Background: an optimization exercise with open tools, aiming at small area and a short achievable clock period. Do not read the settings as production practice.
In this exercise RTL edits were held to simulation tests only and were not proved equivalent to the original.
Power is estimated from default activity; no workload was simulated.

===== flow/constraint.sdc =====
create_clock -name core_clock -period 8.0 [get_ports {clk}]
set_input_delay 1.6000 -clock core_clock [delete_from_list [all_inputs] [get_ports {clk}]]
set_output_delay 1.6000 -clock core_clock [all_outputs]
set_load 0.01 [all_outputs]

===== flow/flow/run.sh =====
#!/bin/bash
export SYNTH_ARGS="-noabc"
bash standard.sh > standard.log 2>&1

===== flow/design.v =====
`timescale 1ns / 1ps
module neuron #(
    parameter signed [15:0] BIAS = 0    
)(
    input clk,
    input [7:0] one,         
    input [7:0] two,         
    input [7:0] neg,         
    input x_nz,              
    input x_sign,            
    input [15:0] weight,     
    input clr,               
    input fin,               
    output reg [15:0] logit
);
    wire [31:0] ts, tc;
    mul_tree tree (.one(one), .two(two), .neg(neg), .w(weight), .ps(ts), .pc(tc));
    reg [31:0] ps, pc;
    reg psg;
    always @(posedge clk) begin
        ps <= ts;
        pc <= tc;
        psg <= x_nz && (|weight) && (x_sign ^ weight[15]);
    end
    reg [31:0] acc;
    reg [17:0] tot;
    wire [31:0] x3 = acc ^ ps ^ pc;
    wire [31:0] c3 = (acc & ps) | (acc & pc) | (ps & pc);
    wire [32:0] s;
    add_pfx #(.W(32)) add (.a(x3), .b({c3[30:0], 1'b0}), .s(s));
    wire ovf = (acc[31] == psg) && (s[31] != acc[31]);
    wire [31:0] r = ovf ? {acc[31], {31{~acc[31]}}} : s[31:0];
    always @(posedge clk) begin
        acc <= clr ? 32'd0 : r;
        tot <= r[31:14];
    end
    wire [18:0] u = {tot[17], tot} + {{3{BIAS[15]}}, BIAS};
    always @(posedge clk)
        if (fin)
            logit <= (u[18:15] == 4'b0000 || u[18:15] == 4'b1111) ? u[15:0] :
                     u[18] ? 16'h8000 : 16'h7FFF;
endmodule
module add_pfx #(
    parameter W = 32
)(
    input [W-1:0] a,
    input [W-1:0] b,
    output [W:0] s
);
    localparam L = $clog2(W);
    wire [W*(L+1)-1:0] G, P;
    assign G[W-1:0] = a & b;
    assign P[W-1:0] = a ^ b;
    genvar l, i;
    generate
        for (l = 0; l < L; l = l + 1) begin : pfx
            for (i = 0; i < W; i = i + 1) begin : bt
                if ((i >> l) & 1) begin : merge
                    localparam integer J = ((i >> l) << l) - 1;
                    assign G[W*(l+1)+i] = G[W*l+i] | (P[W*l+i] & G[W*l+J]);
                    assign P[W*(l+1)+i] = P[W*l+i] & P[W*l+J];
                end else begin : pass
                    assign G[W*(l+1)+i] = G[W*l+i];
                    assign P[W*(l+1)+i] = P[W*l+i];
                end
            end
        end
    endgenerate
    assign s = {G[W*L+W-1], P[W-1:0] ^ {G[W*L+W-2:W*L], 1'b0}};
endmodule
module mul_tree (
    input  [7:0] one,
    input  [7:0] two,
    input  [7:0] neg,
    input  [15:0] w,
    output [31:0] ps,
    output [31:0] pc
);
    wire pp0_0 = ((one[0] & w[0]) | (two[0] & 1'b0)) ^ neg[0];
    wire pp0_1 = ((one[0] & w[1]) | (two[0] & w[0])) ^ neg[0];
    wire pp0_2 = ((one[0] & w[2]) | (two[0] & w[1])) ^ neg[0];
    wire pp0_3 = ((one[0] & w[3]) | (two[0] & w[2])) ^ neg[0];
    wire pp0_4 = ((one[0] & w[4]) | (two[0] & w[3])) ^ neg[0];
    wire pp0_5 = ((one[0] & w[5]) | (two[0] & w[4])) ^ neg[0];
    wire pp0_6 = ((one[0] & w[6]) | (two[0] & w[5])) ^ neg[0];
    wire pp0_7 = ((one[0] & w[7]) | (two[0] & w[6])) ^ neg[0];
    wire pp0_8 = ((one[0] & w[8]) | (two[0] & w[7])) ^ neg[0];
    wire pp0_9 = ((one[0] & w[9]) | (two[0] & w[8])) ^ neg[0];
    wire pp0_10 = ((one[0] & w[10]) | (two[0] & w[9])) ^ neg[0];
    wire pp0_11 = ((one[0] & w[11]) | (two[0] & w[10])) ^ neg[0];
    wire pp0_12 = ((one[0] & w[12]) | (two[0] & w[11])) ^ neg[0];
    wire pp0_13 = ((one[0] & w[13]) | (two[0] & w[12])) ^ neg[0];
    wire pp0_14 = ((one[0] & w[14]) | (two[0] & w[13])) ^ neg[0];
    wire pp0_15 = ((one[0] & w[15]) | (two[0] & w[14])) ^ neg[0];
    wire pp0_16 = ~(((one[0] | two[0]) & w[15]) ^ neg[0]);
    wire pp1_0 = ((one[1] & w[0]) | (two[1] & 1'b0)) ^ neg[1];
    wire pp1_1 = ((one[1] & w[1]) | (two[1] & w[0])) ^ neg[1];
    wire pp1_2 = ((one[1] & w[2]) | (two[1] & w[1])) ^ neg[1];
    wire pp1_3 = ((one[1] & w[3]) | (two[1] & w[2])) ^ neg[1];
    wire pp1_4 = ((one[1] & w[4]) | (two[1] & w[3])) ^ neg[1];
    wire pp1_5 = ((one[1] & w[5]) | (two[1] & w[4])) ^ neg[1];
    wire pp1_6 = ((one[1] & w[6]) | (two[1] & w[5])) ^ neg[1];
    wire pp1_7 = ((one[1] & w[7]) | (two[1] & w[6])) ^ neg[1];
    wire pp1_8 = ((one[1] & w[8]) | (two[1] & w[7])) ^ neg[1];
    wire pp1_9 = ((one[1] & w[9]) | (two[1] & w[8])) ^ neg[1];
    wire pp1_10 = ((one[1] & w[10]) | (two[1] & w[9])) ^ neg[1];
    wire pp1_11 = ((one[1] & w[11]) | (two[1] & w[10])) ^ neg[1];
    wire pp1_12 = ((one[1] & w[12]) | (two[1] & w[11])) ^ neg[1];
    wire pp1_13 = ((one[1] & w[13]) | (two[1] & w[12])) ^ neg[1];
    wire pp1_14 = ((one[1] & w[14]) | (two[1] & w[13])) ^ neg[1];
    wire pp1_15 = ((one[1] & w[15]) | (two[1] & w[14])) ^ neg[1];
    wire pp1_16 = ~(((one[1] | two[1]) & w[15]) ^ neg[1]);
    wire pp2_0 = ((one[2] & w[0]) | (two[2] & 1'b0)) ^ neg[2];
    wire pp2_1 = ((one[2] & w[1]) | (two[2] & w[0])) ^ neg[2];
    wire pp2_2 = ((one[2] & w[2]) | (two[2] & w[1])) ^ neg[2];
    wire pp2_3 = ((one[2] & w[3]) | (two[2] & w[2])) ^ neg[2];
    wire pp2_4 = ((one[2] & w[4]) | (two[2] & w[3])) ^ neg[2];
    wire pp2_5 = ((one[2] & w[5]) | (two[2] & w[4])) ^ neg[2];
    wire pp2_6 = ((one[2] & w[6]) | (two[2] & w[5])) ^ neg[2];
    wire pp2_7 = ((one[2] & w[7]) | (two[2] & w[6])) ^ neg[2];
    wire pp2_8 = ((one[2] & w[8]) | (two[2] & w[7])) ^ neg[2];
    wire pp2_9 = ((one[2] & w[9]) | (two[2] & w[8])) ^ neg[2];
    wire pp2_10 = ((one[2] & w[10]) | (two[2] & w[9])) ^ neg[2];
    wire pp2_11 = ((one[2] & w[11]) | (two[2] & w[10])) ^ neg[2];
    wire pp2_12 = ((one[2] & w[12]) | (two[2] & w[11])) ^ neg[2];
    wire pp2_13 = ((one[2] & w[13]) | (two[2] & w[12])) ^ neg[2];
    wire pp2_14 = ((one[2] & w[14]) | (two[2] & w[13])) ^ neg[2];
    wire pp2_15 = ((one[2] & w[15]) | (two[2] & w[14])) ^ neg[2];
    wire pp2_16 = ~(((one[2] | two[2]) & w[15]) ^ neg[2]);
    wire pp3_0 = ((one[3] & w[0]) | (two[3] & 1'b0)) ^ neg[3];
    wire pp3_1 = ((one[3] & w[1]) | (two[3] & w[0])) ^ neg[3];
    wire pp3_2 = ((one[3] & w[2]) | (two[3] & w[1])) ^ neg[3];
    wire pp3_3 = ((one[3] & w[3]) | (two[3] & w[2])) ^ neg[3];
    wire pp3_4 = ((one[3] & w[4]) | (two[3] & w[3])) ^ neg[3];
    wire pp3_5 = ((one[3] & w[5]) | (two[3] & w[4])) ^ neg[3];
    wire pp3_6 = ((one[3] & w[6]) | (two[3] & w[5])) ^ neg[3];
    wire pp3_7 = ((one[3] & w[7]) | (two[3] & w[6])) ^ neg[3];
    wire pp3_8 = ((one[3] & w[8]) | (two[3] & w[7])) ^ neg[3];
    wire pp3_9 = ((one[3] & w[9]) | (two[3] & w[8])) ^ neg[3];
    wire pp3_10 = ((one[3] & w[10]) | (two[3] & w[9])) ^ neg[3];
    wire pp3_11 = ((one[3] & w[11]) | (two[3] & w[10])) ^ neg[3];
    wire pp3_12 = ((one[3] & w[12]) | (two[3] & w[11])) ^ neg[3];
    wire pp3_13 = ((one[3] & w[13]) | (two[3] & w[12])) ^ neg[3];
    wire pp3_14 = ((one[3] & w[14]) | (two[3] & w[13])) ^ neg[3];
    wire pp3_15 = ((one[3] & w[15]) | (two[3] & w[14])) ^ neg[3];
    wire pp3_16 = ~(((one[3] | two[3]) & w[15]) ^ neg[3]);
    wire pp4_0 = ((one[4] & w[0]) | (two[4] & 1'b0)) ^ neg[4];
    wire pp4_1 = ((one[4] & w[1]) | (two[4] & w[0])) ^ neg[4];
    wire pp4_2 = ((one[4] & w[2]) | (two[4] & w[1])) ^ neg[4];
    wire pp4_3 = ((one[4] & w[3]) | (two[4] & w[2])) ^ neg[4];
    wire pp4_4 = ((one[4] & w[4]) | (two[4] & w[3])) ^ neg[4];
    wire pp4_5 = ((one[4] & w[5]) | (two[4] & w[4])) ^ neg[4];
    wire pp4_6 = ((one[4] & w[6]) | (two[4] & w[5])) ^ neg[4];
    wire pp4_7 = ((one[4] & w[7]) | (two[4] & w[6])) ^ neg[4];
    wire pp4_8 = ((one[4] & w[8]) | (two[4] & w[7])) ^ neg[4];
    wire pp4_9 = ((one[4] & w[9]) | (two[4] & w[8])) ^ neg[4];
    wire pp4_10 = ((one[4] & w[10]) | (two[4] & w[9])) ^ neg[4];
    wire pp4_11 = ((one[4] & w[11]) | (two[4] & w[10])) ^ neg[4];
    wire pp4_12 = ((one[4] & w[12]) | (two[4] & w[11])) ^ neg[4];
    wire pp4_13 = ((one[4] & w[13]) | (two[4] & w[12])) ^ neg[4];
    wire pp4_14 = ((one[4] & w[14]) | (two[4] & w[13])) ^ neg[4];
    wire pp4_15 = ((one[4] & w[15]) | (two[4] & w[14])) ^ neg[4];
    wire pp4_16 = ~(((one[4] | two[4]) & w[15]) ^ neg[4]);
    wire pp5_0 = ((one[5] & w[0]) | (two[5] & 1'b0)) ^ neg[5];
    wire pp5_1 = ((one[5] & w[1]) | (two[5] & w[0])) ^ neg[5];
    wire pp5_2 = ((one[5] & w[2]) | (two[5] & w[1])) ^ neg[5];
    wire pp5_3 = ((one[5] & w[3]) | (two[5] & w[2])) ^ neg[5];
    wire pp5_4 = ((one[5] & w[4]) | (two[5] & w[3])) ^ neg[5];
    wire pp5_5 = ((one[5] & w[5]) | (two[5] & w[4])) ^ neg[5];
    wire pp5_6 = ((one[5] & w[6]) | (two[5] & w[5])) ^ neg[5];
    wire pp5_7 = ((one[5] & w[7]) | (two[5] & w[6])) ^ neg[5];
    wire pp5_8 = ((one[5] & w[8]) | (two[5] & w[7])) ^ neg[5];
    wire pp5_9 = ((one[5] & w[9]) | (two[5] & w[8])) ^ neg[5];
    wire pp5_10 = ((one[5] & w[10]) | (two[5] & w[9])) ^ neg[5];
    wire pp5_11 = ((one[5] & w[11]) | (two[5] & w[10])) ^ neg[5];
    wire pp5_12 = ((one[5] & w[12]) | (two[5] & w[11])) ^ neg[5];
    wire pp5_13 = ((one[5] & w[13]) | (two[5] & w[12])) ^ neg[5];
    wire pp5_14 = ((one[5] & w[14]) | (two[5] & w[13])) ^ neg[5];
    wire pp5_15 = ((one[5] & w[15]) | (two[5] & w[14])) ^ neg[5];
    wire pp5_16 = ~(((one[5] | two[5]) & w[15]) ^ neg[5]);
    wire pp6_0 = ((one[6] & w[0]) | (two[6] & 1'b0)) ^ neg[6];
    wire pp6_1 = ((one[6] & w[1]) | (two[6] & w[0])) ^ neg[6];
    wire pp6_2 = ((one[6] & w[2]) | (two[6] & w[1])) ^ neg[6];
    wire pp6_3 = ((one[6] & w[3]) | (two[6] & w[2])) ^ neg[6];
    wire pp6_4 = ((one[6] & w[4]) | (two[6] & w[3])) ^ neg[6];
    wire pp6_5 = ((one[6] & w[5]) | (two[6] & w[4])) ^ neg[6];
    wire pp6_6 = ((one[6] & w[6]) | (two[6] & w[5])) ^ neg[6];
    wire pp6_7 = ((one[6] & w[7]) | (two[6] & w[6])) ^ neg[6];
    wire pp6_8 = ((one[6] & w[8]) | (two[6] & w[7])) ^ neg[6];
    wire pp6_9 = ((one[6] & w[9]) | (two[6] & w[8])) ^ neg[6];
    wire pp6_10 = ((one[6] & w[10]) | (two[6] & w[9])) ^ neg[6];
    wire pp6_11 = ((one[6] & w[11]) | (two[6] & w[10])) ^ neg[6];
    wire pp6_12 = ((one[6] & w[12]) | (two[6] & w[11])) ^ neg[6];
    wire pp6_13 = ((one[6] & w[13]) | (two[6] & w[12])) ^ neg[6];
    wire pp6_14 = ((one[6] & w[14]) | (two[6] & w[13])) ^ neg[6];
    wire pp6_15 = ((one[6] & w[15]) | (two[6] & w[14])) ^ neg[6];
    wire pp6_16 = ~(((one[6] | two[6]) & w[15]) ^ neg[6]);
    wire pp7_0 = ((one[7] & w[0]) | (two[7] & 1'b0)) ^ neg[7];
    wire pp7_1 = ((one[7] & w[1]) | (two[7] & w[0])) ^ neg[7];
    wire pp7_2 = ((one[7] & w[2]) | (two[7] & w[1])) ^ neg[7];
    wire pp7_3 = ((one[7] & w[3]) | (two[7] & w[2])) ^ neg[7];
    wire pp7_4 = ((one[7] & w[4]) | (two[7] & w[3])) ^ neg[7];
    wire pp7_5 = ((one[7] & w[5]) | (two[7] & w[4])) ^ neg[7];
    wire pp7_6 = ((one[7] & w[6]) | (two[7] & w[5])) ^ neg[7];
    wire pp7_7 = ((one[7] & w[7]) | (two[7] & w[6])) ^ neg[7];
    wire pp7_8 = ((one[7] & w[8]) | (two[7] & w[7])) ^ neg[7];
    wire pp7_9 = ((one[7] & w[9]) | (two[7] & w[8])) ^ neg[7];
    wire pp7_10 = ((one[7] & w[10]) | (two[7] & w[9])) ^ neg[7];
    wire pp7_11 = ((one[7] & w[11]) | (two[7] & w[10])) ^ neg[7];
    wire pp7_12 = ((one[7] & w[12]) | (two[7] & w[11])) ^ neg[7];
    wire pp7_13 = ((one[7] & w[13]) | (two[7] & w[12])) ^ neg[7];
    wire pp7_14 = ((one[7] & w[14]) | (two[7] & w[13])) ^ neg[7];
    wire pp7_15 = ((one[7] & w[15]) | (two[7] & w[14])) ^ neg[7];
    wire pp7_16 = ~(((one[7] | two[7]) & w[15]) ^ neg[7]);
    wire hs0 = neg[5] ^ pp0_10;
    wire hc0 = neg[5] & pp0_10;
    wire hs1 = pp0_11 ^ pp1_9;
    wire hc1 = pp0_11 & pp1_9;
    wire fs0 = neg[6] ^ pp0_12 ^ pp1_10;
    wire fc0 = (neg[6] & pp0_12) | (neg[6] & pp1_10) | (pp0_12 & pp1_10);
    wire hs2 = pp2_8 ^ pp3_6;
    wire hc2 = pp2_8 & pp3_6;
    wire fs1 = pp0_13 ^ pp1_11 ^ pp2_9;
    wire fc1 = (pp0_13 & pp1_11) | (pp0_13 & pp2_9) | (pp1_11 & pp2_9);
    wire hs3 = pp3_7 ^ pp4_5;
    wire hc3 = pp3_7 & pp4_5;
    wire fs2 = neg[7] ^ pp0_14 ^ pp1_12;
    wire fc2 = (neg[7] & pp0_14) | (neg[7] & pp1_12) | (pp0_14 & pp1_12);
    wire fs3 = pp2_10 ^ pp3_8 ^ pp4_6;
    wire fc3 = (pp2_10 & pp3_8) | (pp2_10 & pp4_6) | (pp3_8 & pp4_6);
    wire hs4 = pp5_4 ^ pp6_2;
    wire hc4 = pp5_4 & pp6_2;
    wire fs4 = pp0_15 ^ pp1_13 ^ pp2_11;
    wire fc4 = (pp0_15 & pp1_13) | (pp0_15 & pp2_11) | (pp1_13 & pp2_11);
    wire fs5 = pp3_9 ^ pp4_7 ^ pp5_5;
    wire fc5 = (pp3_9 & pp4_7) | (pp3_9 & pp5_5) | (pp4_7 & pp5_5);
    wire hs5 = pp6_3 ^ pp7_1;
    wire hc5 = pp6_3 & pp7_1;
    wire fs6 = 1'b1 ^ pp0_16 ^ pp1_14;
    wire fc6 = (1'b1 & pp0_16) | (1'b1 & pp1_14) | (pp0_16 & pp1_14);
    wire fs7 = pp2_12 ^ pp3_10 ^ pp4_8;
    wire fc7 = (pp2_12 & pp3_10) | (pp2_12 & pp4_8) | (pp3_10 & pp4_8);
    wire fs8 = pp5_6 ^ pp6_4 ^ pp7_2;
    wire fc8 = (pp5_6 & pp6_4) | (pp5_6 & pp7_2) | (pp6_4 & pp7_2);
    wire fs9 = 1'b1 ^ pp1_15 ^ pp2_13;
    wire fc9 = (1'b1 & pp1_15) | (1'b1 & pp2_13) | (pp1_15 & pp2_13);
    wire fs10 = pp3_11 ^ pp4_9 ^ pp5_7;
    wire fc10 = (pp3_11 & pp4_9) | (pp3_11 & pp5_7) | (pp4_9 & pp5_7);
    wire hs6 = pp6_5 ^ pp7_3;
    wire hc6 = pp6_5 & pp7_3;
    wire fs11 = pp1_16 ^ pp2_14 ^ pp3_12;
    wire fc11 = (pp1_16 & pp2_14) | (pp1_16 & pp3_12) | (pp2_14 & pp3_12);
    wire fs12 = pp4_10 ^ pp5_8 ^ pp6_6;
    wire fc12 = (pp4_10 & pp5_8) | (pp4_10 & pp6_6) | (pp5_8 & pp6_6);
    wire fs13 = 1'b1 ^ pp2_15 ^ pp3_13;
    wire fc13 = (1'b1 & pp2_15) | (1'b1 & pp3_13) | (pp2_15 & pp3_13);
    wire hs7 = pp4_11 ^ pp5_9;
    wire hc7 = pp4_11 & pp5_9;
    wire fs14 = pp2_16 ^ pp3_14 ^ pp4_12;
    wire fc14 = (pp2_16 & pp3_14) | (pp2_16 & pp4_12) | (pp3_14 & pp4_12);
    wire hs8 = 1'b1 ^ pp3_15;
    wire hc8 = 1'b1 & pp3_15;
    wire hs9 = neg[3] ^ pp0_6;
    wire hc9 = neg[3] & pp0_6;
    wire hs10 = pp0_7 ^ pp1_5;
    wire hc10 = pp0_7 & pp1_5;
    wire fs15 = neg[4] ^ pp0_8 ^ pp1_6;
    wire fc15 = (neg[4] & pp0_8) | (neg[4] & pp1_6) | (pp0_8 & pp1_6);
    wire hs11 = pp2_4 ^ pp3_2;
    wire hc11 = pp2_4 & pp3_2;
    wire fs16 = pp0_9 ^ pp1_7 ^ pp2_5;
    wire fc16 = (pp0_9 & pp1_7) | (pp0_9 & pp2_5) | (pp1_7 & pp2_5);
    wire hs12 = pp3_3 ^ pp4_1;
    wire hc12 = pp3_3 & pp4_1;
    wire fs17 = pp1_8 ^ pp2_6 ^ pp3_4;
    wire fc17 = (pp1_8 & pp2_6) | (pp1_8 & pp3_4) | (pp2_6 & pp3_4);
    wire fs18 = pp4_2 ^ pp5_0 ^ hs0;
    wire fc18 = (pp4_2 & pp5_0) | (pp4_2 & hs0) | (pp5_0 & hs0);
    wire fs19 = pp2_7 ^ pp3_5 ^ pp4_3;
    wire fc19 = (pp2_7 & pp3_5) | (pp2_7 & pp4_3) | (pp3_5 & pp4_3);
    wire fs20 = pp5_1 ^ hc0 ^ hs1;
    wire fc20 = (pp5_1 & hc0) | (pp5_1 & hs1) | (hc0 & hs1);
    wire fs21 = pp4_4 ^ pp5_2 ^ pp6_0;
    wire fc21 = (pp4_4 & pp5_2) | (pp4_4 & pp6_0) | (pp5_2 & pp6_0);
    wire fs22 = hc1 ^ hs2 ^ fs0;
    wire fc22 = (hc1 & hs2) | (hc1 & fs0) | (hs2 & fs0);
    wire fs23 = pp5_3 ^ pp6_1 ^ hc2;
    wire fc23 = (pp5_3 & pp6_1) | (pp5_3 & hc2) | (pp6_1 & hc2);
    wire fs24 = hs3 ^ fc0 ^ fs1;
    wire fc24 = (hs3 & fc0) | (hs3 & fs1) | (fc0 & fs1);
    wire fs25 = pp7_0 ^ hc3 ^ hs4;
    wire fc25 = (pp7_0 & hc3) | (pp7_0 & hs4) | (hc3 & hs4);
    wire fs26 = fc1 ^ fs2 ^ fs3;
    wire fc26 = (fc1 & fs2) | (fc1 & fs3) | (fs2 & fs3);
    wire fs27 = hc4 ^ hs5 ^ fc2;
    wire fc27 = (hc4 & hs5) | (hc4 & fc2) | (hs5 & fc2);
    wire fs28 = fc3 ^ fs4 ^ fs5;
    wire fc28 = (fc3 & fs4) | (fc3 & fs5) | (fs4 & fs5);
    wire fs29 = hc5 ^ fc4 ^ fc5;
    wire fc29 = (hc5 & fc4) | (hc5 & fc5) | (fc4 & fc5);
    wire fs30 = fs6 ^ fs7 ^ fs8;
    wire fc30 = (fs6 & fs7) | (fs6 & fs8) | (fs7 & fs8);
    wire fs31 = hs6 ^ fc6 ^ fc7;
    wire fc31 = (hs6 & fc6) | (hs6 & fc7) | (fc6 & fc7);
    wire fs32 = fc8 ^ fs10 ^ fs9;
    wire fc32 = (fc8 & fs10) | (fc8 & fs9) | (fs10 & fs9);
    wire fs33 = pp7_4 ^ hc6 ^ fc10;
    wire fc33 = (pp7_4 & hc6) | (pp7_4 & fc10) | (hc6 & fc10);
    wire fs34 = fc9 ^ fs11 ^ fs12;
    wire fc34 = (fc9 & fs11) | (fc9 & fs12) | (fs11 & fs12);
    wire fs35 = pp6_7 ^ pp7_5 ^ hs7;
    wire fc35 = (pp6_7 & pp7_5) | (pp6_7 & hs7) | (pp7_5 & hs7);
    wire fs36 = fc11 ^ fc12 ^ fs13;
    wire fc36 = (fc11 & fc12) | (fc11 & fs13) | (fc12 & fs13);
    wire fs37 = pp5_10 ^ pp6_8 ^ pp7_6;
    wire fc37 = (pp5_10 & pp6_8) | (pp5_10 & pp7_6) | (pp6_8 & pp7_6);
    wire fs38 = hc7 ^ fc13 ^ fs14;
    wire fc38 = (hc7 & fc13) | (hc7 & fs14) | (fc13 & fs14);
    wire fs39 = pp4_13 ^ pp5_11 ^ pp6_9;
    wire fc39 = (pp4_13 & pp5_11) | (pp4_13 & pp6_9) | (pp5_11 & pp6_9);
    wire fs40 = pp7_7 ^ hs8 ^ fc14;
    wire fc40 = (pp7_7 & hs8) | (pp7_7 & fc14) | (hs8 & fc14);
    wire fs41 = pp3_16 ^ pp4_14 ^ pp5_12;
    wire fc41 = (pp3_16 & pp4_14) | (pp3_16 & pp5_12) | (pp4_14 & pp5_12);
    wire fs42 = pp6_10 ^ pp7_8 ^ hc8;
    wire fc42 = (pp6_10 & pp7_8) | (pp6_10 & hc8) | (pp7_8 & hc8);
    wire fs43 = 1'b1 ^ pp4_15 ^ pp5_13;
    wire fc43 = (1'b1 & pp4_15) | (1'b1 & pp5_13) | (pp4_15 & pp5_13);
    wire hs13 = pp6_11 ^ pp7_9;
    wire hc13 = pp6_11 & pp7_9;
    wire fs44 = pp4_16 ^ pp5_14 ^ pp6_12;
    wire fc44 = (pp4_16 & pp5_14) | (pp4_16 & pp6_12) | (pp5_14 & pp6_12);
    wire hs14 = 1'b1 ^ pp5_15;
    wire hc14 = 1'b1 & pp5_15;
    wire hs15 = neg[2] ^ pp0_4;
    wire hc15 = neg[2] & pp0_4;
    wire hs16 = pp0_5 ^ pp1_3;
    wire hc16 = pp0_5 & pp1_3;
    wire fs45 = pp1_4 ^ pp2_2 ^ pp3_0;
    wire fc45 = (pp1_4 & pp2_2) | (pp1_4 & pp3_0) | (pp2_2 & pp3_0);
    wire fs46 = pp2_3 ^ pp3_1 ^ hc9;
    wire fc46 = (pp2_3 & pp3_1) | (pp2_3 & hc9) | (pp3_1 & hc9);
    wire fs47 = pp4_0 ^ hc10 ^ hs11;
    wire fc47 = (pp4_0 & hc10) | (pp4_0 & hs11) | (hc10 & hs11);
    wire fs48 = hc11 ^ hs12 ^ fc15;
    wire fc48 = (hc11 & hs12) | (hc11 & fc15) | (hs12 & fc15);
    wire fs49 = hc12 ^ fc16 ^ fs17;
    wire fc49 = (hc12 & fc16) | (hc12 & fs17) | (fc16 & fs17);
    wire fs50 = fc17 ^ fs19 ^ fc18;
    wire fc50 = (fc17 & fs19) | (fc17 & fc18) | (fs19 & fc18);
    wire fs51 = fc19 ^ fs21 ^ fc20;
    wire fc51 = (fc19 & fs21) | (fc19 & fc20) | (fs21 & fc20);
    wire fs52 = fc21 ^ fs23 ^ fc22;
    wire fc52 = (fc21 & fs23) | (fc21 & fc22) | (fs23 & fc22);
    wire fs53 = fc23 ^ fs25 ^ fc24;
    wire fc53 = (fc23 & fs25) | (fc23 & fc24) | (fs25 & fc24);
    wire fs54 = fc25 ^ fc26 ^ fs27;
    wire fc54 = (fc25 & fc26) | (fc25 & fs27) | (fc26 & fs27);
    wire fs55 = fc27 ^ fc28 ^ fs29;
    wire fc55 = (fc27 & fc28) | (fc27 & fs29) | (fc28 & fs29);
    wire fs56 = fc29 ^ fc30 ^ fs31;
    wire fc56 = (fc29 & fc30) | (fc29 & fs31) | (fc30 & fs31);
    wire fs57 = fc31 ^ fc32 ^ fs33;
    wire fc57 = (fc31 & fc32) | (fc31 & fs33) | (fc32 & fs33);
    wire fs58 = fs35 ^ fc33 ^ fc34;
    wire fc58 = (fs35 & fc33) | (fs35 & fc34) | (fc33 & fc34);
    wire fs59 = fs37 ^ fc35 ^ fc36;
    wire fc59 = (fs37 & fc35) | (fs37 & fc36) | (fc35 & fc36);
    wire fs60 = fc37 ^ fs39 ^ fc38;
    wire fc60 = (fc37 & fs39) | (fc37 & fc38) | (fs39 & fc38);
    wire fs61 = fc39 ^ fs41 ^ fs42;
    wire fc61 = (fc39 & fs41) | (fc39 & fs42) | (fs41 & fs42);
    wire fs62 = hs13 ^ fc41 ^ fs43;
    wire fc62 = (hs13 & fc41) | (hs13 & fs43) | (fc41 & fs43);
    wire fs63 = pp7_10 ^ hc13 ^ fc43;
    wire fc63 = (pp7_10 & hc13) | (pp7_10 & fc43) | (hc13 & fc43);
    wire fs64 = pp6_13 ^ pp7_11 ^ hs14;
    wire fc64 = (pp6_13 & pp7_11) | (pp6_13 & hs14) | (pp7_11 & hs14);
    wire fs65 = pp5_16 ^ pp6_14 ^ pp7_12;
    wire fc65 = (pp5_16 & pp6_14) | (pp5_16 & pp7_12) | (pp6_14 & pp7_12);
    wire hs17 = 1'b1 ^ pp6_15;
    wire hc17 = 1'b1 & pp6_15;
    wire hs18 = neg[1] ^ pp0_2;
    wire hc18 = neg[1] & pp0_2;
    wire hs19 = pp0_3 ^ pp1_1;
    wire hc19 = pp0_3 & pp1_1;
    wire fs66 = pp1_2 ^ pp2_0 ^ hs15;
    wire fc66 = (pp1_2 & pp2_0) | (pp1_2 & hs15) | (pp2_0 & hs15);
    wire fs67 = pp2_1 ^ hc15 ^ hs16;
    wire fc67 = (pp2_1 & hc15) | (pp2_1 & hs16) | (hc15 & hs16);
    wire fs68 = hc16 ^ hs9 ^ fs45;
    wire fc68 = (hc16 & hs9) | (hc16 & fs45) | (hs9 & fs45);
    wire fs69 = hs10 ^ fc45 ^ fs46;
    wire fc69 = (hs10 & fc45) | (hs10 & fs46) | (fc45 & fs46);
    wire fs70 = fs15 ^ fc46 ^ fs47;
    wire fc70 = (fs15 & fc46) | (fs15 & fs47) | (fc46 & fs47);
    wire fs71 = fs16 ^ fc47 ^ fs48;
    wire fc71 = (fs16 & fc47) | (fs16 & fs48) | (fc47 & fs48);
    wire fs72 = fs18 ^ fc48 ^ fs49;
    wire fc72 = (fs18 & fc48) | (fs18 & fs49) | (fc48 & fs49);
    wire fs73 = fs20 ^ fc49 ^ fs50;
    wire fc73 = (fs20 & fc49) | (fs20 & fs50) | (fc49 & fs50);
    wire fs74 = fs22 ^ fc50 ^ fs51;
    wire fc74 = (fs22 & fc50) | (fs22 & fs51) | (fc50 & fs51);
    wire fs75 = fs24 ^ fc51 ^ fs52;
    wire fc75 = (fs24 & fc51) | (fs24 & fs52) | (fc51 & fs52);
    wire fs76 = fs26 ^ fc52 ^ fs53;
    wire fc76 = (fs26 & fc52) | (fs26 & fs53) | (fc52 & fs53);
    wire fs77 = fs28 ^ fc53 ^ fs54;
    wire fc77 = (fs28 & fc53) | (fs28 & fs54) | (fc53 & fs54);
    wire fs78 = fs30 ^ fc54 ^ fs55;
    wire fc78 = (fs30 & fc54) | (fs30 & fs55) | (fc54 & fs55);
    wire fs79 = fs32 ^ fc55 ^ fs56;
    wire fc79 = (fs32 & fc55) | (fs32 & fs56) | (fc55 & fs56);
    wire fs80 = fs34 ^ fc56 ^ fs57;
    wire fc80 = (fs34 & fc56) | (fs34 & fs57) | (fc56 & fs57);
    wire fs81 = fs36 ^ fc57 ^ fs58;
    wire fc81 = (fs36 & fc57) | (fs36 & fs58) | (fc57 & fs58);
    wire fs82 = fs38 ^ fc58 ^ fs59;
    wire fc82 = (fs38 & fc58) | (fs38 & fs59) | (fc58 & fs59);
    wire fs83 = fs40 ^ fc59 ^ fs60;
    wire fc83 = (fs40 & fc59) | (fs40 & fs60) | (fc59 & fs60);
    wire fs84 = fc40 ^ fs61 ^ fc60;
    wire fc84 = (fc40 & fs61) | (fc40 & fc60) | (fs61 & fc60);
    wire fs85 = fc42 ^ fs62 ^ fc61;
    wire fc85 = (fc42 & fs62) | (fc42 & fc61) | (fs62 & fc61);
    wire fs86 = fs44 ^ fc62 ^ fs63;
    wire fc86 = (fs44 & fc62) | (fs44 & fs63) | (fc62 & fs63);
    wire fs87 = fc44 ^ fs64 ^ fc63;
    wire fc87 = (fc44 & fs64) | (fc44 & fc63) | (fs64 & fc63);
    wire fs88 = hc14 ^ fs65 ^ fc64;
    wire fc88 = (hc14 & fs65) | (hc14 & fc64) | (fs65 & fc64);
    wire fs89 = pp7_13 ^ hs17 ^ fc65;
    wire fc89 = (pp7_13 & hs17) | (pp7_13 & fc65) | (hs17 & fc65);
    wire fs90 = pp6_16 ^ pp7_14 ^ hc17;
    wire fc90 = (pp6_16 & pp7_14) | (pp6_16 & hc17) | (pp7_14 & hc17);
    wire hs20 = 1'b1 ^ pp7_15;
    wire hc20 = 1'b1 & pp7_15;
    assign ps[0] = neg[0];
    assign pc[0] = pp0_0;
    assign ps[1] = pp0_1;
    assign pc[1] = 1'b0;
    assign ps[2] = pp1_0;
    assign pc[2] = hs18;
    assign ps[3] = hc18;
    assign pc[3] = hs19;
    assign ps[4] = hc19;
    assign pc[4] = fs66;
    assign ps[5] = fc66;
    assign pc[5] = fs67;
    assign ps[6] = fc67;
    assign pc[6] = fs68;
    assign ps[7] = fc68;
    assign pc[7] = fs69;
    assign ps[8] = fc69;
    assign pc[8] = fs70;
    assign ps[9] = fc70;
    assign pc[9] = fs71;
    assign ps[10] = fc71;
    assign pc[10] = fs72;
    assign ps[11] = fc72;
    assign pc[11] = fs73;
    assign ps[12] = fc73;
    assign pc[12] = fs74;
    assign ps[13] = fc74;
    assign pc[13] = fs75;
    assign ps[14] = fc75;
    assign pc[14] = fs76;
    assign ps[15] = fc76;
    assign pc[15] = fs77;
    assign ps[16] = fc77;
    assign pc[16] = fs78;
    assign ps[17] = fc78;
    assign pc[17] = fs79;
    assign ps[18] = fc79;
    assign pc[18] = fs80;
    assign ps[19] = fc80;
    assign pc[19] = fs81;
    assign ps[20] = fc81;
    assign pc[20] = fs82;
    assign ps[21] = fc82;
    assign pc[21] = fs83;
    assign ps[22] = fc83;
    assign pc[22] = fs84;
    assign ps[23] = fs85;
    assign pc[23] = fc84;
    assign ps[24] = fs86;
    assign pc[24] = fc85;
    assign ps[25] = fc86;
    assign pc[25] = fs87;
    assign ps[26] = fs88;
    assign pc[26] = fc87;
    assign ps[27] = fs89;
    assign pc[27] = fc88;
    assign ps[28] = fs90;
    assign pc[28] = fc89;
    assign ps[29] = hs20;
    assign pc[29] = fc90;
    assign ps[30] = pp7_16;
    assign pc[30] = hc20;
    assign ps[31] = 1'b1;
    assign pc[31] = 1'b0;
endmodule
`timescale 1ns / 1ps
module Softmax (
    input clk,
    input rst,
    input [63:0] in,           
    input in_valid,            
    output reg [63:0] out,
    output reg valid,
    output [7:0] led_control
);
    function [15:0] exp_lut;
        input [3:0] idx;
        begin
            case (idx)
                4'd0:  exp_lut = 16'h0800;
                4'd1:  exp_lut = 16'h09D0;
                4'd2:  exp_lut = 16'h0C20;
                4'd3:  exp_lut = 16'h0F80;
                4'd4:  exp_lut = 16'h1480;
                4'd5:  exp_lut = 16'h1C80;
                4'd6:  exp_lut = 16'h2A00;
                4'd7:  exp_lut = 16'h4000;
                4'd8:  exp_lut = 16'h6800;
                4'd9:  exp_lut = 16'hAC00;
                4'd10: exp_lut = 16'h1280;
                4'd11: exp_lut = 16'h1F80;
                4'd12: exp_lut = 16'h2C00;
                4'd13: exp_lut = 16'h4C00;
                4'd14: exp_lut = 16'h8000;
                default: exp_lut = 16'hD800;
            endcase
        end
    endfunction
    function [3:0] rank;
        input [3:0] idx;
        begin
            case (idx)
                4'd0:  rank = 4'd0;
                4'd1:  rank = 4'd1;
                4'd2:  rank = 4'd2;
                4'd3:  rank = 4'd3;
                4'd4:  rank = 4'd5;
                4'd5:  rank = 4'd6;
                4'd6:  rank = 4'd8;
                4'd7:  rank = 4'd10;
                4'd8:  rank = 4'd12;
                4'd9:  rank = 4'd14;
                4'd10: rank = 4'd4;
                4'd11: rank = 4'd7;
                4'd12: rank = 4'd9;
                4'd13: rank = 4'd11;
                4'd14: rank = 4'd13;
                default: rank = 4'd15;
            endcase
        end
    endfunction
    wire [3:0] i0 = {~in[15], in[14:12]};
    wire [3:0] i1 = {~in[31], in[30:28]};
    wire [3:0] i2 = {~in[47], in[46:44]};
    wire [3:0] i3 = {~in[63], in[62:60]};
    wire [15:0] e0 = exp_lut(i0);
    wire [15:0] e1 = exp_lut(i1);
    wire [15:0] e2 = exp_lut(i2);
    wire [15:0] e3 = exp_lut(i3);
    reg [12:0] p01, p23;
    wire [12:0] p01_next, p23_next;
    wire [13:0] sum;
    add_pfx #(.W(12)) add01 (.a(e0[15:4]), .b(e1[15:4]), .s(p01_next));
    add_pfx #(.W(12)) add23 (.a(e2[15:4]), .b(e3[15:4]), .s(p23_next));
    add_pfx #(.W(13)) add4 (.a(p01), .b(p23), .s(sum));
    wire [3:0] s = sum[13:10];
    wire [2:0] sh = (s == 4'b0000) ? 3'd4 :
                    (s[3:1] == 3'b001) ? 3'd3 :
                    (s[3:2] == 2'b01) ? 3'd2 :
                    s[3] ? 3'd1 : 3'd0;
    wire [3:0] r0 = rank(i0);
    wire [3:0] r1 = rank(i1);
    wire [3:0] r2 = rank(i2);
    wire [3:0] r3 = rank(i3);
    wire [3:0] m01 = (r1 > r0) ? r1 : r0;
    wire c01 = r1 > r0;
    wire [3:0] m23 = (r3 > r2) ? r3 : r2;
    wire c23 = r3 > r2;
    wire hi = m23 > m01;     
    wire [1:0] cls = hi ? {1'b1, c23} : {1'b0, c01};
    reg [3:0] led;
    assign led_control = {4'b0000, led};
    reg valid_d;
    wire [15:0] n0 = e0 >> sh;
    wire [15:0] n1 = e1 >> sh;
    wire [15:0] n2 = e2 >> sh;
    wire [15:0] n3 = e3 >> sh;
    always @(posedge clk) begin
        p01 <= p01_next;
        p23 <= p23_next;
        valid_d <= !rst && in_valid;
        out <= {1'b0, n3[14:0], 1'b0, n2[14:0], 1'b0, n1[14:0], 1'b0, n0[14:0]};
        led <= 4'b0001 << cls;
        valid <= !rst && valid_d;
    end
endmodule
`timescale 1ns / 1ps
module fc_head #(
    parameter DATA_WIDTH = 16,
    parameter NUM_INPUTS = 1024,
    parameter NUM_OUTPUTS = 4
)(
    input clk,
    input rst,
    input [DATA_WIDTH-1:0] myinput,
    input [DATA_WIDTH*NUM_OUTPUTS-1:0] myweights,
    input myinputValid,
    output [DATA_WIDTH*NUM_OUTPUTS-1:0] softmax_out,
    output softmax_valid,
    output [7:0] led_control,
    output [DATA_WIDTH*NUM_OUTPUTS-1:0] logits
);
    reg [9:0] input_count;
    reg [63:0] weights;
    reg last0, last1, fin, clr, logit_valid;
    reg [7:0] b_one, b_two, b_neg;
    reg [7:0] b_one_n, b_two_n, b_neg_n;
    reg x_nz, x_sign;
    wire take = myinputValid && !rst;
    wire [16:0] xe = {myinput, 1'b0};
    wire [7:0] e_one, e_two, e_neg;
    genvar i;
    generate
        for (i = 0; i < 8; i = i + 1) begin : booth
            assign e_one[i] = xe[2*i+1] ^ xe[2*i];
            assign e_two[i] = (xe[2*i+2] & ~xe[2*i+1] & ~xe[2*i]) | (~xe[2*i+2] & xe[2*i+1] & xe[2*i]);
            assign e_neg[i] = xe[2*i+2];
        end
    endgenerate
    always @(posedge clk) begin
        b_one <= take ? e_one : 8'd0;
        b_two <= take ? e_two : 8'd0;
        b_neg <= take ? e_neg : 8'd0;
        b_one_n <= ~(take ? e_one : 8'd0);
        b_two_n <= ~(take ? e_two : 8'd0);
        b_neg_n <= ~(take ? e_neg : 8'd0);
        x_nz <= take && (|myinput);
        x_sign <= myinput[15];
        weights <= myweights;
        clr <= rst || last0;
        if (rst) begin
            input_count <= 0;
            last0 <= 0;
            last1 <= 0;
            fin <= 0;
            logit_valid <= 0;
        end else begin
            if (myinputValid)
                input_count <= input_count + 1;
            last0 <= myinputValid && (input_count == NUM_INPUTS-1);
            last1 <= last0;
            fin <= last1;
            logit_valid <= fin;
        end
    end
    localparam [63:0] BIASES = {16'h003C, 16'h0001, 16'hFFD1, 16'h0006};
    generate
        for (i = 0; i < NUM_OUTPUTS; i = i + 1) begin : output_layer
            neuron #(
                .BIAS(BIASES[(i+1)*DATA_WIDTH-1 -: DATA_WIDTH])
            ) neuron_output (
                .clk(clk),
                .one(i < 2 ? b_one : ~b_one_n),
                .two(i < 2 ? b_two : ~b_two_n),
                .neg(i < 2 ? b_neg : ~b_neg_n),
                .x_nz(x_nz),
                .x_sign(x_sign),
                .weight(weights[(i+1)*DATA_WIDTH-1 -: DATA_WIDTH]),
                .clr(clr),
                .fin(fin),
                .logit(logits[(i+1)*DATA_WIDTH-1 -: DATA_WIDTH])
            );
        end
    endgenerate
    Softmax softmax_inst (
        .clk(clk),
        .rst(rst),
        .in(logits),
        .in_valid(logit_valid),
        .out(softmax_out),
        .valid(softmax_valid),
        .led_control(led_control)
    );
endmodule

===== flow/standard.sh =====
#!/bin/bash
# synth_recipe.tcl (not shown) runs the flow's synth.tcl, then flattens the netlist and writes it again
# the make line also repeats each setting of config.mk as NAME=value (left out here)
make -C /OpenROAD-flow-scripts/flow DESIGN_CONFIG=/design/flow/config.mk WORK_HOME=/design/flow/orfs CLKGATE_MAP_FILE= SYNTH_SCRIPT=/design/flow/synth_recipe.tcl "${@:-finish}"

===== flow/config.mk =====
export PLATFORM = sky130hd
export DESIGN_NAME = fc_head
export DESIGN_NICKNAME = fc_head
export VERILOG_FILES = /design/flow/design.v
export SDC_FILE = /design/flow/constraint.sdc
export NUM_CORES = 4
export LEC_CHECK = 0
export ABC_CLOCK_PERIOD_IN_PS = 1500
export CAP_MARGIN = 20
export CORE_MARGIN = 2
export CORE_UTILIZATION = 40
export CTS_CLUSTER_DIAMETER = 80
export CTS_CLUSTER_SIZE = 30
export SETUP_SLACK_MARGIN = 4.6
export SLEW_MARGIN = 20

==> results of run 1 <==
registers in the layout, indices dropped and copies added, names as in the netlist, 4 cells and up:
register	flops
output_layer.neuron_output.logit	64
b_two	8
output_layer.neuron_output.psg	4
output_layer.neuron_output.pc	120
softmax_inst.p01	13
b_neg	8
b_one	8
b_one_n	8
b_two_n	8
input_count	10
softmax_inst.out	60
output_layer.neuron_output.acc	128
softmax_inst.p23	13
softmax_inst.led	4
b_neg_n	8
output_layer.neuron_output.ps	122
weights	64
output_layer.neuron_output.tot	72
placed cells by master (no fill, tap or decap), types with 50 or more instances in the layout:
| cell type | count |
|---|---|
| nor2_1 | 260 |
| nor2b_1 | 79 |
| a22oi_1 | 251 |
| ha_1 | 236 |
| fa_1 | 487 |
| inv_1 | 193 |
| dfxtp_2 | 50 |
| dfxtp_1 | 609 |
| a21oi_2 | 54 |
| o21ai_0 | 138 |
| xor2_1 | 171 |
| clkdlybuf4s50_1 | 199 |
| xnor2_1 | 546 |
| o22ai_1 | 268 |
| a21o_1 | 96 |
| buf_4 | 222 |
| clkbuf_16 | 59 |
| a21oi_1 | 179 |
| nand2_1 | 220 |
| edfxtp_1 | 64 |
metrics by stage:
| step | utilization | hold WS, ns | power [mW] | worst slack (ns) | instance area [um2] |
|---|---|---|---|---|---|
| after floorplan | - | 0.329 | 14.2 | 4.59 | 50200 |
| after global placement | 0.431 | 0.415 | 17.0 | 3.67 | 53400 |
| after detailed placement | 0.431 | 0.421 | 17.1 | 3.50 | 53400 |
| after CTS | 0.459 | 0.445 | 21.4 | 4.48 | 56900 |
| after global routing | 0.477 | 0.466 | 24.8 | 4.21 | 59100 |
| final | 0.477 | 0.444 | 23.1 | 4.36 | 59100 |
repair_timing:
| action | in CTS | in global routing |
|---|---|---|
| resized for setup | 204 | 253 |
| endpoints found under the setup margin | 327 | 310 |
| pin swaps | 43 | 97 |
| buffers inserted | 100 | 103 |
| gates cloned | 8 | 13 |
logic make-up after synthesis:
kind of cell               share of synthesized area
adders and majority gates                      0.261
xor gates and xnor gates                       0.126
and+or+nand+nor                               0.0833
DFF                                            0.305
other                                      0.0000748
muxes                                        0.00931
AOI/OAI and AO/OA                              0.166
buffers and inverters                         0.0497
layout make-up:
cell class / instances / area (um2)
antenna: 7 / 17.5
clock buffer: 49 / 1230
clock inverter: 39 / 702
fill: 11375 / 64800
inverter: 235 / 1010
multi-input combinational: 3663 / 33700
sequential: 731 / 15400
tap: 1637 / 2050
timing repair buffer: 512 / 5070
timing repair inverter: 1 / 5.00
power breakdown:
part / leakage [nW] / switching, mW / internal [mW]
clock: 0.913 / 1.65 / 1.32
sequential: 6.10 / 0.756 / 4.87
combinational: 17.0 / 7.46 / 7.00
critical path, stage by stage, from the launching register on:
cell	delay, ns
dfxtp_2	0.34
fa_2	0.60
ha_4	0.21
a21o_1	0.16
a21oi_2	0.20
a31oi_4	0.13
a2111oi_4	0.48
inv_2	0.12
a21oi_4	0.17
o31a_1	0.22
buf_6	0.13
nand3_4	0.20
buf_16	0.23
a21o_1	0.16
nor2b_1	0.12
final timing paths:
check                                           to  slack (ns)  depth (start not counted)
max          output_layer[2].neuron_output.acc[23]        4.36                         14
min                                            fin        0.44                          1
max reg2reg  output_layer[2].neuron_output.acc[23]        4.36                         14
min reg2reg                                    fin        0.44                          1
metal layers:
layer	up-vias	GRT usage
met5	-	0
li1	17666	-
met1	19289	0.315
met2	1862	0.357
met4	2	0.0807
met3	317	0.0444
==> impl_metrics.toml, run 1 <==
[status]
run_status = "complete, no violations"

[grt]
grt_util_all_layers = 0.228
grt_pass1_wl_um = 229000
overflow = 0
grt_max_degree = 70
antenna_found_initial = 7
first_global_vias = 38303

[sta]
period_share = 0.455
maxSlewHeadroom = 0.266
fin_tns_setup_ns = 0
hold_violations = 0
slew_viol_final = 0
worstMarginPinSlew_ns = 1.09
rsz0062_at_grt = "yes"
skew_ns = 0.0687
min_period_ns = 3.64
setup_viol_count_final = 0
max_freq_mhz = 275

[place]
dp.cells = 6555
portBuffers = 211
place_congestion = 0.902
place_hpwl_um = 102000

[routing]
dr_total_vias = 39136
first_pass_iters = 7
ant_nets = 0
wl_met3_um = 12900
dr.max_layer_used = "met5"
wl_per_cell_um = 22.2
remaining_drc_errors = 0
met2_length_um = 68800
drtIter0Drc = 3647
wl_met1_um = 65600
via_per_inst = 5.69
wl_um = 152000

[clock_tree]
cts_sinks = 731
cts_tree = "done"
hold_buffers = 0
clk_pin_slew_ns = 0.11
cts_max_level = 2
root_buffer = "clkbuf_16"
clk_latency_ns = 0.69
cts_made_buffers = 48
clk_path_buf_depth = 3

[floorplan]
die-area_um2 = 128000
io_pins = 220
initial_core_util = 0.404
coreArea_um2 = 124000
num_rows = 129
die_w_um = 358
die_y_um = 358

[setup_path]
path_class = "flip-flop to flip-flop"
rr_startpoint = "output_layer[2].neuron_output.acc[4]"
worstPathArrival_ns = 4.16
crit_path_end_kind = "flip-flop"
crit_start = "output_layer[2].neuron_output.acc[4]"
crit_fanout = 9
startpoint_type = "flip-flop"
required_ns = 8.52

[synth]
yosysSeqAreaShare = 0.305
synth_edf_count = 64
synthTopCellsByArea = "dfxtp_1 27%, fa_1 20%, xnor2_1 9.6%, ha_1 6.4%, edfxtp_1 3.8%"
yosysMostFrequentCell = "dfxtp_1"
ys_seq_elements = 731
synth_top_cell_by_area = "dfxtp_1"
ys_types = 88
synth_ff_type = "dfxtp_1"
yosys_warnings = 6
syn-cell-area_um2 = 50100
synth_cells = 5030
synth.avg_cell_area_um2 = 9.96
async_flop_share = 0
synth_common_cells = "667 x dfxtp_1, 547 x xnor2_1, 492 x fa_1"
synth_top_cell_area_share = 0.266

[layout]
fin_nets = 6025
area.growth.synth_to_final_pct = 17.9
layout.cells.non_filler = 6874
layout-drive-gt1-share = 0.138

[power]
p_leak_nw = 24.0
ir_drop_v = 0.000326
cellPowerDensity_nw_per_um2 = 390

[worst_hold_path]
min_path_type = "flip-flop to flip-flop"
hold_start = "last1"

[run]
max-cap-violations = 0
==> inputs of run 2 (changes only) <==
==> flow/run.sh (new file) <==
#!/bin/bash
# synth_recipe.tcl (not shown) runs the flow's synth.tcl, then flattens the netlist and writes it again
# the make line also repeats each setting of config.mk as NAME=value (left out here)
make -C /OpenROAD-flow-scripts/flow DESIGN_CONFIG=/design/flow/config.mk WORK_HOME=/design/flow/orfs CLKGATE_MAP_FILE= SYNTH_SCRIPT=/design/flow/synth_recipe.tcl finish
--- a/flow/config.mk
+++ b/flow/config.mk
@@ -11,5 +11,5 @@
 export CORE_UTILIZATION = 40
 export CTS_CLUSTER_DIAMETER = 80
 export CTS_CLUSTER_SIZE = 30
-export SETUP_SLACK_MARGIN = 4.6
+export SETUP_SLACK_MARGIN = 4.7
 export SLEW_MARGIN = 20
removed: flow/flow/run.sh
removed: flow/standard.sh
==> run 2 against run 1 <==
Against the previous run: total power grew 5.9%; global-route usage shrank 0.54 points; die area grew 0.19%; clock skew grew 0.013 ns; core utilization grew 0.93 points; largest power group unchanged; critical endpoint is now output_layer[0].neuron_output.acc[16]; sequential share of layout area shrank 0.58 points; register-to-register slack gained 0.06 ns; largest cell class unchanged; clock power is essentially flat; design area grew 2.9%; worst setup slack gained 0.056 ns.
==> impl_metrics.toml, run 2 <==
[layout]
area.growth.synth_to_final_pct = 21.1
largest_reg_flops = 128
antennaDiodeCount = 0
regMostFlops = "output_layer.neuron_output.acc"
final_common_cell = "dfxtp_1"
fin_nets = 6313
top_regs = "output_layer.neuron_output.acc: 128 flops, output_layer.neuron_output.ps: 122 flops, output_layer.neuron_output.pc: 120 flops"
layout.cells.non_filler = 7142
layout-drive-gt1-share = 0.163
final_cell_mix = "580 x dfxtp_1, 555 x inv_1, 495 x xnor2_1"

[floorplan]
num_rows = 130
die_w_um = 358
coreArea_um2 = 125000
io_pins = 220
die-area_um2 = 128000
initial_core_util = 0.402
die_y_um = 358

[synth]
ys_types = 77
synth_top_cell_area_share = 0.266
synth_ff_type = "dfxtp_1"
synth.avg_cell_area_um2 = 9.64
synth-xor-area-share = 0.123
synth-compound-area-share = 0.151
synth_edf_count = 64
synth_common_cells = "667 x dfxtp_1, 596 x inv_1, 508 x xnor2_1"
synth_top_cell_by_area = "dfxtp_1"
async_flop_share = 0
synthTopCellsByArea = "dfxtp_1 27%, fa_1 20%, xnor2_1 8.9%, ha_1 7.1%, inv_1 4.5%"
yosysSeqAreaShare = 0.304
muxShareOfSynthArea = 0.00613
yosys.area_share.simple = 0.0732
synth_top_family_by_area = "adder cells"
yosysMostFrequentCell = "dfxtp_1"
ys_seq_elements = 731
yosys_warnings = 6
synth_fa_ha_area_frac = 0.267
syn-cell-area_um2 = 50200
synth_cells = 5210

[setup_path]
slowest_delay_ns = 0.54
worstPathArrival_ns = 4.19
crit_path_end_kind = "flip-flop"
r2r_slack_ns = 4.42
startpoint_type = "flip-flop"
crit_fanout = 7
path_class = "flip-flop to flip-flop"
cpMaxStageDelayCell = "fa_1"
crit_path_cell_trace = "inv_2 > fa_1 > inv_2 > ha_4 > nand3_2 > or2_1 > or3_4 > a21oi_4 > o211ai_1 > o21ai_2 > buf_6 > mux2i_4 > or2_4 > buf_6 > buf_16 > o21ai_1"
required_ns = 8.60

[grt]
first_global_vias = 38711
overflow = 0
grt_pass1_wl_um = 225000
grt_util_all_layers = 0.223
grt_max_degree = 66
antenna_found_initial = 5

[sta]
setup_slack_ns = 4.42
skew_ns = 0.0820
fin_tns_setup_ns = 0
rsz0062_at_grt = "yes"
worstMarginPinSlew_ns = 1.05
maxSlewHeadroom = 0.298
min_period_ns = 3.58
hold_violations = 0
slew_viol_final = 0
period_share = 0.448
setup_viol_count_final = 0
max_freq_mhz = 279

[clock_tree]
clk_path_buf_depth = 3
root_buffer = "clkbuf_16"
cts_tree = "done"
cts_sinks = 731
cts_max_level = 2
clk_pin_slew_ns = 0.11
hold_buffers = 0
cts_made_buffers = 49
clk_latency_ns = 0.71

[routing]
first_pass_iters = 6
wl_per_cell_um = 21.1
dr_total_vias = 39064
drtIter0Drc = 3589
ant_nets = 0
via_per_inst = 5.47
wl_um = 151000
remaining_drc_errors = 0

[power]
ir_drop_v = 0.000308
p_leak_nw = 25.0
cellPowerDensity_nw_per_um2 = 402
p_total_mw = 24.4

[place]
place_hpwl_um = 97700
place_congestion = 0.870
portBuffers = 211
dp.cells = 6760
dp_slack_ns = 3.90

[run]
max-cap-violations = 0

[status]
run_status = "complete, no violations"

[worst_hold_path]
min_path_type = "flip-flop to flip-flop"
## run 2: cell types whose count changed in the layout (fill, tap and decap cells not counted), sizes merged, moves of 21 or more
| cell | delta |
|---|---|
| a21oi | +30 |
| nor2 | -70 |
| nand2 | +90 |
| inv | +370 |
| a21o | -58 |
| buf | +21 |
| xor2 | +27 |
| ha | +28 |
| nor2b | -43 |
| xnor2 | -39 |
## run 2: critical path, delay by kind of cell (launching register included)
family	cells	cell delay [ns]
simple gates	4	0.96
fa+ha+maj	2	0.82
flops	1	0.34
mux	1	0.27
compound gates	4	0.60
buf+inv	5	0.50
## run 2: power breakdown
group	internal (mW)	switching, mW	leakage, nW
logic	7.14	8.74	17.9
registers	4.84	0.703	6.11
clock network	1.33	1.69	0.918
total	13.3	11.1	25.0
## run 2: per-stage QoR
stage	hold WS [ns]	util	instance area [um2]
after floorplan	0.329	-	50300
after global placement	0.416	0.427	53400
after detailed placement	0.414	0.427	53400
after CTS	0.443	0.464	58000
after global routing	0.470	0.486	60800
final	0.441	0.486	60800
## run 2: cells by family (layout without fill, tap and decap cells)
group                    after synthesis  after routing
flip-flops                           731            731
buffers and inverters                973           1240
adder cells (fa/ha/maj)              778            778
AO/OA/AOI/OAI                       1182           1184
other                                  1              8
XOR/XNOR                             707            707
multiplexers                          30             30
AND/OR/NAND/NOR                      808            814
## run 2: area by class of cell
| class | instances | area [um2] |
|---|---|---|
| clock inverter | 42 | 741 |
| inverter | 604 | 2410 |
| clock buffer | 49 | 1230 |
| tap | 1650 | 2060 |
| multi-input combinational | 3521 | 33200 |
| fill | 11325 | 64300 |
| sequential | 731 | 15500 |
| timing repair buffer | 538 | 5690 |
| timing repair inverter | 7 | 45.0 |
## run 2: path summary, 6_finish.rpt
check | from | endpoint | cells past startpoint
max | output_layer[0].neuron_output.ps[15] | output_layer[0].neuron_output.acc[16] | 16
min | last0 | clr | 1
max reg2reg | output_layer[0].neuron_output.ps[15] | output_layer[0].neuron_output.acc[16] | 16
min reg2reg | last0 | clr | 1
## run 2: metal layers
layer | part of all wire | vias to the layer above | GRT usage
met5 | 0.000086 | - | 0
met4 | 0.035 | 2 | 0.0730
met3 | 0.092 | 346 | 0.0406
met2 | 0.43 | 1856 | 0.338
met1 | 0.44 | 19079 | 0.321
li1 | - | 17781 | -
## run 2: timing repair
item,4_1_cts,5_1_grt
endpoints found under the setup margin,351,284
gates cloned,11,25
endpoints found under the hold margin,0,0
pin swaps,53,104
buffers inserted,151,103
resized for setup,342,373
==> inputs of run 3 (changes only) <==
--- a/flow/config.mk
+++ b/flow/config.mk
@@ -11,5 +11,5 @@
 export CORE_UTILIZATION = 40
 export CTS_CLUSTER_DIAMETER = 80
 export CTS_CLUSTER_SIZE = 30
-export SETUP_SLACK_MARGIN = 4.7
+export SETUP_SLACK_MARGIN = 4.55
 export SLEW_MARGIN = 20
==> run 3 against run 2 <==
Against the previous run: sequential share of layout area is 0.89 points higher; register-to-register slack barely moved; first-iteration DRC count fell by 9.3%; combinational power down 9%; still clean; clock power is 6% lower; die area is the same; global-route usage is 0.52 points lower; via count shrank 2.6%; clock skew fell by 0.042 ns.
==> impl_metrics.toml, run 3 <==
[layout]
area.growth.synth_to_final_pct = 16.5
layout-drive-gt1-share = 0.118
stdcell_area_um2 = 58500
fin_nets = 6204
regMostFlops = "output_layer.neuron_output.acc"
layout.cells.non_filler = 7028
top_regs = "output_layer.neuron_output.acc: 128 flops, output_layer.neuron_output.ps: 122 flops, output_layer.neuron_output.pc: 120 flops"
final_cell_mix = "606 x dfxtp_1, 568 x inv_1, 505 x xnor2_1"
fillers = 11508
largest_reg_flops = 128
final_common_cell = "dfxtp_1"
antennaDiodeCount = 0

[power]
combPwrFrac = 0.632
clkPwrFrac = 0.125
p_leak_nw = 24.1
seq_power_share = 0.243
ir_drop_v = 0.000261
power.internal_mw = 12.5
cellPowerDensity_nw_per_um2 = 389
p_switching_mw = 10.3
swShare = 0.451

[routing]
first_pass_iters = 6
dr_total_vias = 38066
wl_per_cell_um = 20.5
via_per_inst = 5.42
drtIter0Drc = 3257
remaining_drc_errors = 0
wl_um = 144000
ant_nets = 0

[sta]
max_freq_mhz = 280
setup_viol_count_final = 0
hold_violations = 0
maxSlewHeadroom = 0.320
fin_tns_setup_ns = 0
min_period_ns = 3.57
rsz0062_at_grt = "yes"
period_share = 0.446
worstMarginPinSlew_ns = 1.02
setup_slack_ns = 4.43
skew_ns = 0.0399
slew_viol_final = 0
whs_ns = 0.438

[setup_path]
cp_common_cell = "o21ai_2"
cpMaxStageDelayCell = "fa_1"
crit_fanout = 6
required_ns = 8.57
crit_path_end_kind = "flip-flop"
crit_path_cell_trace = "inv_1 > fa_1 > inv_2 > ha_4 > nand3_2 > or2_1 > or3_4 > a21oi_4 > o211ai_1 > o21ai_2 > buf_6 > mux2i_4 > or2_4 > buf_12 > clkbuf_16 > o21ai_2"
slowest_delay_ns = 0.57
worstPathArrival_ns = 4.14
critPathBufInv = 5
cpLargestDelayFamily = "simple AND/OR/NAND/NOR gates"
startpoint_type = "flip-flop"
path_class = "flip-flop to flip-flop"

[floorplan]
die-area_um2 = 128000
io_pins = 220
coreArea_um2 = 125000
die_y_um = 358
num_rows = 130
initial_core_util = 0.402
die_w_um = 358

[synth]
synth_cells = 5210
yosysMostFrequentCell = "dfxtp_1"
syn-cell-area_um2 = 50200
async_flop_share = 0
ys_seq_elements = 731
synth_edf_count = 64
yosysSeqAreaShare = 0.304
ys_types = 77
synth_common_cells = "667 x dfxtp_1, 596 x inv_1, 508 x xnor2_1"
synthTopCellsByArea = "dfxtp_1 27%, fa_1 20%, xnor2_1 8.9%, ha_1 7.1%, inv_1 4.5%"
synth_top_cell_by_area = "dfxtp_1"
synth_ff_type = "dfxtp_1"
synth_top_cell_area_share = 0.266
yosys_warnings = 6
synth.avg_cell_area_um2 = 9.64

[place]
place_congestion = 0.879
dp_slack_ns = 3.75
dp.cells = 6765
place_hpwl_um = 97500
portBuffers = 211
dpl_cell_area_um2 = 53400

[clock_tree]
clk_path_buf_depth = 3
cts_max_level = 2
root_buffer = "clkbuf_16"
clk_latency_ns = 0.67
cts_tree = "done"
cts_sinks = 731
clk_pin_slew_ns = 0.11
cts_made_buffers = 44

[grt]
met1_usage = 0.311
grt_max_degree = 66
grt_util_all_layers = 0.218
use_met3 = 0.0477
first_global_vias = 37801
grt.busiest_layer = "met2"
antenna_found_initial = 1
overflow = 0
grt_pass1_wl_um = 220000
met2_usage = 0.326

[run]
max-cap-violations = 0

[status]
run_status = "complete, no violations"

[worst_hold_path]
min_path_type = "flip-flop to flip-flop"
-- run 3: cell counts after synthesis --
No cell type changed its count.
-- run 3: logic make-up (layout without fill, tap and decap cells) --
family,Yosys count,count (layout),synth area share
flops,731,731,0.304
mux,30,30,0.00613
fa+ha+maj,778,778,0.267
xor+xnor,707,707,0.123
compound gates,1182,1183,0.151
buf+inv,973,1131,0.0749
simple gates,808,810,0.0732
other cells,1,8,0.0000747
-- run 3: area by class of cell --
class                      count  area [um2]  share of cell area
clock buffer                  48        1180              0.0202
multi-input combinational   3516       32300               0.552
timing repair buffer         446        4600              0.0786
inverter                     604        2350              0.0402
sequential                   731       15400               0.263
clock inverter                33         622              0.0106
tap                         1650        2060              0.0353
-- run 3: worst paths after layout --
check / start / slack [ns] / cells after the start / to
max reg2reg: output_layer[0].neuron_output.acc[15] / 4.43 / 16 / output_layer[0].neuron_output.acc[25]
min: last0 / 0.44 / 1 / clr
min reg2reg: last0 / 0.44 / 1 / clr
max: output_layer[0].neuron_output.acc[15] / 4.43 / 16 / output_layer[0].neuron_output.acc[25]
-- run 3: stage by stage --
| step | power [mW] | util |
|---|---|---|
| final | 22.7 | 0.468 |
| after global routing | 24.7 | 0.468 |
| after CTS | 21.2 | 0.453 |
| after detailed placement | 17.0 | 0.427 |
| after global placement | 16.9 | 0.427 |
| after floorplan | 14.1 | - |
-- run 3: layer usage --
layer	up-vias	share of wire	routed length, um
li1	17553	-	-
met1	18600	0.45	64600
met2	1640	0.43	62000
met3	271	0.085	12300
met4	2	0.036	5130
met5	-	0.00011	16
-- run 3: power groups by stage --
| stage | sequential (mW) | combinational [mW] | clock [mW] |
|---|---|---|---|
| 2_1_floorplan | 5.33 | 8.77 | 0 |
| 4_1_cts | 5.52 | 12.7 | 2.94 |
| 6_report | 5.52 | 14.4 | 2.84 |
| 5_1_grt | 5.64 | 15.9 | 3.07 |
| 3_5_place_dp | 5.60 | 11.4 | 0 |
| 3_3_place_gp | 5.60 | 11.3 | 0 |
-- run 3: repair_timing --
item,4_1_cts,5_1_grt
hold buffers,0,0
gates resized for setup,169,254
endpoints found under the setup margin,290,271
buffers inserted,76,89
cloned,10,7
pin swaps,32,46

## static timing again, ports no longer ideal
How much do the figures lean on ideal ports? The routed layouts below were timed once more, with nothing changed but the port constraints.
Step 1: set_driving_cell puts a clkbuf_16 on clk and a buf_2 on each other input, an assumption about the parent block.
Step 2, shift: input delay + t, output delay - t, t = (earliest + latest rising clock arrival at the registers) / 2. This alone moves slack from input paths to output paths.
Three values: ideal, step 1, step 2; two values: the first two.
| run | t (ns) | setup slack, ns | worst hold slack (ns) | worst setup path at the end | cell pins on the clock port's net |
|---|---|---|---|---|---|
| run 1 | 0.732 | 4.360 / 4.360 / 4.360 | 0.444 / 0.444 / 0.444 | register to register | 1 |
| run 2 | 0.748 | 4.417 / 4.417 / 4.417 | 0.441 / 0.441 / 0.441 | register to register | 1 |
| run 3 | 0.728 | 4.431 / 4.431 / 4.431 | 0.438 / 0.438 / 0.438 | register to register | 1 |
After both steps setup and hold are still met in every run listed.
